This design comes from an exercise in tuning for small area on the open sky130 flow, not from production work.
Only simulation tests tie the RTL to the original design; equivalence was not proved.
Power figures rest on the tool's default switching activity, not on a simulated workload.

`flow/run.sh`:
```
#!/bin/bash
set -euo pipefail
bash standard.sh "BUFFER_PORTS_ARGS=-buffer_cell sky130_fd_sc_hd__buf_1" \
  "CTS_ARGS=-sink_clustering_enable -repair_clock_nets -buf_list sky130_fd_sc_hd__clkbuf_8 -sink_clustering_size 16 -sink_clustering_max_diameter 50 -dont_use_dummy_load" \
  finish > orfs_make.log 2>&1
```
`standard.sh`:
```
#!/bin/bash
# synth_recipe.tcl (not shown) runs the flow's synth.tcl, then flattens the netlist and writes it again
# the make line also repeats each setting of config.mk as NAME=value (left out here)
make -C /OpenROAD-flow-scripts/flow DESIGN_CONFIG=/design/flow/config.mk WORK_HOME=/design/flow/orfs CLKGATE_MAP_FILE= SYNTH_SCRIPT=/design/flow/synth_recipe.tcl "${@:-finish}"
```
`design.v`:
```
`timescale 1ns / 1ps
module DriverRGB(input sysclk,
    input [31:0] red,
    input [31:0] green,
    input [31:0] blue,
    input [31:0] red2,
    input [31:0] green2,
    input [31:0] blue2,
    input [2:0] linesel,
    input rst,
    input send,
    input enable,
    output R1, G1, B1, R2, G2, B2,
    output reg [2:0] linesel_out,
    output reg data_clk,
    output reg regclk_out,
    output reg output_en,
    output ready
    );
    reg [31:0] wr, wg, wb, wr2, wg2, wb2;
    reg [2:0]  lin;
    reg [4:0]  bitcounter;    
    reg        b;
    reg        rdy;
    assign ready = rdy;
    wire st_idle    = rdy & (output_en | ~b);
    wire st_clkout  = ~data_clk & ~output_en & (~rdy | b);
    wire st_rega    = ~rdy & output_en & ~regclk_out & ~b;
    wire st_fin     = ~rdy & output_en & b;
    wire last       = &bitcounter;
    wire inv        = ~data_clk & ~regclk_out & ~(rdy & output_en & b);
    wire ld = st_idle & ~rst;
    wire sh = data_clk & ~last & ~rst;
    wire fl = ~st_idle & ~(data_clk & ~last) & ~rst;
    wire [31:0] nr, ng, nb, nr2, ng2, nb2;
    DriverRGB_sel3 s_r [30:0] (.a(red[30:0]), .sa(ld), .b(wr[31:1]), .sb(sh), .c(wr[30:0]), .sc(fl), .y(nr[30:0]));
    DriverRGB_sel2 s_r_31 (.a(red[31]), .sa(ld), .c(wr[31]), .sc(fl), .y(nr[31]));
    DriverRGB_sel3 s_g [30:0] (.a(green[30:0]), .sa(ld), .b(wg[31:1]), .sb(sh), .c(wg[30:0]), .sc(fl), .y(ng[30:0]));
    DriverRGB_sel2 s_g_31 (.a(green[31]), .sa(ld), .c(wg[31]), .sc(fl), .y(ng[31]));
    DriverRGB_sel3 s_b [30:0] (.a(blue[30:0]), .sa(ld), .b(wb[31:1]), .sb(sh), .c(wb[30:0]), .sc(fl), .y(nb[30:0]));
    DriverRGB_sel2 s_b_31 (.a(blue[31]), .sa(ld), .c(wb[31]), .sc(fl), .y(nb[31]));
    DriverRGB_sel3 s_r2 [30:0] (.a(red2[30:0]), .sa(ld), .b(wr2[31:1]), .sb(sh), .c(wr2[30:0]), .sc(fl), .y(nr2[30:0]));
    DriverRGB_sel2 s_r2_31 (.a(red2[31]), .sa(ld), .c(wr2[31]), .sc(fl), .y(nr2[31]));
    DriverRGB_sel3 s_g2 [30:0] (.a(green2[30:0]), .sa(ld), .b(wg2[31:1]), .sb(sh), .c(wg2[30:0]), .sc(fl), .y(ng2[30:0]));
    DriverRGB_sel2 s_g2_31 (.a(green2[31]), .sa(ld), .c(wg2[31]), .sc(fl), .y(ng2[31]));
    DriverRGB_sel3 s_b2 [30:0] (.a(blue2[30:0]), .sa(ld), .b(wb2[31:1]), .sb(sh), .c(wb2[30:0]), .sc(fl), .y(nb2[30:0]));
    DriverRGB_sel2 s_b2_31 (.a(blue2[31]), .sa(ld), .c(wb2[31]), .sc(fl), .y(nb2[31]));
    always @(posedge sysclk) begin
        wr <= nr; wg <= ng; wb <= nb; wr2 <= nr2; wg2 <= ng2; wb2 <= nb2;
        lin <= ~((linesel & {3{st_idle}}) | (lin & {3{~st_idle}}));
    end
    assign R1 = wr[0]  ^ inv;
    assign G1 = wg[0]  ^ inv;
    assign B1 = wb[0]  ^ inv;
    assign R2 = wr2[0] ^ inv;
    assign G2 = wg2[0] ^ inv;
    assign B2 = wb2[0] ^ inv;
    always @(posedge sysclk) begin
        if (rst) begin
            data_clk <= 0; regclk_out <= 0; output_en <= 1; rdy <= 1; b <= 0;
            linesel_out <= 0; bitcounter <= 0;
        end else begin
            data_clk   <= st_clkout;
            regclk_out <= st_rega;
            output_en  <= (output_en & ~rdy) | (data_clk & last);
            if (st_clkout) rdy <= 0;
            if (st_fin) rdy <= 1;
            b          <= (st_idle & send) | regclk_out | st_fin;
            bitcounter <= bitcounter + data_clk;
            if (st_rega)
                linesel_out <= ~lin;    
        end
    end
endmodule
module DriverRGB_sel3(input a, input sa, input b, input sb, input c, input sc, output y);
    assign y = ~((a & sa) | (b & sb) | (c & sc));
endmodule
module DriverRGB_sel2(input a, input sa, input c, input sc, output y);
    assign y = ~((a & sa) | (c & sc));
endmodule
```
`constraint.sdc`:
```
create_clock -name core_clock -period 10.0 [get_ports {sysclk}]
set_input_delay 2.0000 -clock core_clock [delete_from_list [all_inputs] [get_ports {sysclk}]]
set_output_delay 2.0000 -clock core_clock [all_outputs]
set_load 0.01 [all_outputs]
```
`config.mk`:
```
export PLATFORM = sky130hd
export DESIGN_NAME = DriverRGB
export DESIGN_NICKNAME = DriverRGB
export VERILOG_FILES = /design/flow/design.v
export SDC_FILE = /design/flow/constraint.sdc
export NUM_CORES = 4
export LEC_CHECK = 0
export CAP_MARGIN = 20
export CORE_MARGIN = 2
export CORE_UTILIZATION = 40
export SLEW_MARGIN = 20
export SYNTH_HIERARCHICAL = 1
export SYNTH_MINIMUM_KEEP_SIZE = 0
```
==> notes.md <==
kinds of logic (layout without fill, tap and decap cells):
group / count (synthesis) / after routing / share of synthesized area, %
xor+xnor: 9 / 9 / 1.22
buf+inv: 2 / 237 / 0.116
flops: 208 / 208 / 64.4
simple gates: 23 / 23 / 1.99
compound gates: 202 / 202 / 31.3
mux: 4 / 4 / 0.638
fa+ha+maj: 2 / 2 / 0.387
cells in the mapped netlist:
cell and n:
clkbuf_1 1, nand2_1 2, xor2_1 8, a21oi_1 2, mux2_1 1, a211oi_1 3, xnor2_1 1, ha_1 2
nor2_1 10, a22oi_2 6, a221o_1 1, nand2b_1 1, dfxtp_1 208, nor3_1 1, and3b_1 1, nor2b_1 4
o21a_1 1, o21ai_0 2, a311oi_4 1, a222oi_1 186, mux2i_1 3, nor4b_4 1, inv_1 1, nand3_1 3
registers in the layout (all words and copies together) (netlist names), 5 cells and up:
register,flops
wg,32
wr,32
wr2,32
wb,32
bitcounter,5
wg2,32
wb2,32
final cells by class:
cell class	count	area [sq um]	share of cell area [%]
clock buffers	20	275	3.49
inverters	1	3.75	0.0476
multi-input cells	240	2320	29.4
flip-flops and latches	208	4160	52.8
well taps	216	270	3.43
repair buffers	216	853	10.8
where the power goes:
part,leakage (nW),internal (mW),switching [mW]
sequential,1.74,0.946,0.0654
clock,0.144,0.179,0.255
combinational,0.778,0.103,0.0958
total,2.66,1.23,0.416
modules after synthesis (local to each module, per instance):
| module | times used | cell area (sq um) | cells | flip-flops and latches |
|---|---|---|---|---|
| DriverRGB_sel2 | 6 | 12.5 | 1 | 0 |
| DriverRGB | 1 | 4530 | 258 | 208 |
| DriverRGB_sel3 | 186 | 10.0 | 1 | 0 |
metal layers:
layer,GRT usage (%),vias to the layer above,routed length (um)
met5,0,-,13
met4,4.89,2,297
met3,6.44,28,1840
met2,26.8,291,7400
met1,23.1,2770,6650
li1,-,2628,-
worst paths after layout:
kind / startpoint / to / cells after the start
max: rst / wr2[11]$_DFF_P_ / 5
min: wb2[7]$_DFF_P_ / wb2[6]$_DFF_P_ / 1
max reg2reg: output_en$_SDFF_PP1_ / wr2[11]$_DFF_P_ / 5
min reg2reg: wb2[7]$_DFF_P_ / wb2[6]$_DFF_P_ / 1
==> summary.md <==
| Metric | Value |
|---|---|
| Min-delay worst type | `reg2reg` |
| Final setup fails | `0` |
| Post-synth cell types | `24` |
| Worst Setup Slack, final | `5.88 ns` |
| Required time worst endpoint | `slightly above 10 ns` |
| Layout area overhead | `21.9%` |
| RSZ-0062 raised after global routing | `no` |
| Largest net degree at the start of global routing | `99` |
| Routed via count | `5719` |
| Vias in the first global route | `roughly 5300` |
| Clk slew on worst S/H paths | `0.09 ns` |
| Num CTS Buffers | `20` |
| I/O pin cnt | `212` |
| Most frequent cells in the layout | `buf_1, dfxtp_1, a222oi_1` |
| Critical Path, Cell by Cell | `buf_1 > and3b_4 > buf_16 > buf_4 > a222oi_1` |
| GRT Total Usage | `17.4%` |
| Final Hold Violating Endpoints | `0` |
| Post-DP Area | `0.00758 sq mm` |
| Synthesis Warnings | `7` |
| Top cells by area, synth | `dfxtp_1, a222oi_1, a22oi_2, xor2_1, nor2_1` |
| Final slew viol count | `0` |
| Leakage | `2.66 nW` |
| Die ar. | `0.0172 sq mm` |
| Synthesized area per cell | `14.4 sq um` |
| Hold bufs inserted after CTS | `0` |
| P per Cell Area | `209 mW/mm^2` |
| Routed Antenna Nets | `0` |
| NumNets Final | `888` |
| Slew headroom | `33.2%` |
| CP top delay family | `buffers and inverters` |
| Setup Buffers After CTS | `0` |
| Fill count | `1493` |
| First-pass GRT wire length | `25700 um` |
| Cts repair resizes | `0` |
| Critical Path AT | `4.42 ns` |
| Fmax | `0.243 GHz` |
| Post-synthesis sequential area ratio | `64.4%` |
| Post-DP HPWL | `between 10000 and 15000 um` |
| CTS tree | `yes` |
| Post-Syn Instances | `450` |
| Core ar. | `0.0158 sq mm` |
| Worst hold slack | `around 0.4 ns` |
| Max cap viols | `0` |
| DP Worst Slack | `around 5.1 ns` |
| Clk sinks | `208` |
| Post-route insts no fill | `901` |
| Number of cell rows | `46` |
| PortBufs | `210` |
| Routability congestion estimate | `between 0.7 and 0.8` |
| Drt wl/cell | `approximately 18 um` |
| Final instance area | `0.00788 sq mm` |
| Clock buffer depth | `3` |
| Most area-hungry cell type in the Yosys netlist | `dfxtp_1` |
| Reg2Reg Setup Slack | `around 6.9 ns` |
| Worst-path fanout max | `97` |
| Die extent in y | `around 130 um` |
| Worst Path Buf+Inv | `3` |
| Finished Core Util | `about 50%` |
| Final global-route overflow total | `0` |
| Layout cell share with drive strength beyond 1 | `5.40%` |
| Clock H-tree levels | `1` |
| Tcrit/Tclk final | `between 40% and 50%` |
| Flops & latches, synth | `208` |
| Clock Skew | `0.0433 ns` |
| Setup TNS | `0 ns` |
| Drt total wl | `around 16000 um` |
| Vias per cell | `6.35` |
| CP endpoint kind | `flop` |
| Area fraction of the dominant cell type after synthesis | `between 60 and 70%` |
| Min cycle time layout | `4.12 ns` |
| Initial antenna violation count | `1` |
| CP startpoint kind | `primary input` |
| Crit-path max cell delay | `0.77 ns` |
| Clk Latency, worst-skew pair | `just over 0.5 ns` |
| DRC viols | `0` |
| Antenna cells | `0` |
| DRT iter0 DRCs | `around 1000` |
| Pre-Repair DR Iteration Count | `20` |
| Slew @ Worst Pin | `1.00 ns` |
| Initial core utilization | `40.9%` |
| Worst setup path category | `in2reg` |
| Placed insts | `between 800 and 900` |
| Worst path slowest cell | `buf_4` |
| Outcome | `finished clean` |
| CTS root buf | `clkbuf_8` |
| Tot Pwr | `1.64 mW` |
| Syn Nets | `651` |
| Worst ir drop on vdd | `124 uV` |
| Synth Cell Area | `approximately 0.0065 sq mm` |
| Die W | `between 100 and 150 um` |
| Commonest non-fill, non-tap cell in the layout | `buf_1` |

==> separate check: timing with driven ports <==
How much do the figures lean on ideal ports? The routed layout below was timed once more, with nothing changed but the port constraints. Step 1 assumes that a clkbuf_16 drives the clock port and a buf_2 every other input. Step 2 moves the port delays by t, midway between the first and last clock arrival at a register: inputs arrive t later, outputs are due t later. That takes back most of the time a late clock gives input paths. Three values: ideal ports, drivers, drivers and shift; two values: the first two.
t (ns): 0.519
slack for setup (ns): 5.879 / 5.889 / 5.370
worst data-port slew with drivers (ns): 0.07
cell pins on the clock port's net: 1
After both steps setup and hold are still met in this run. For this run, drivers alone change the setup slack by +0.010 ns; drivers and shift together by -0.509 ns.
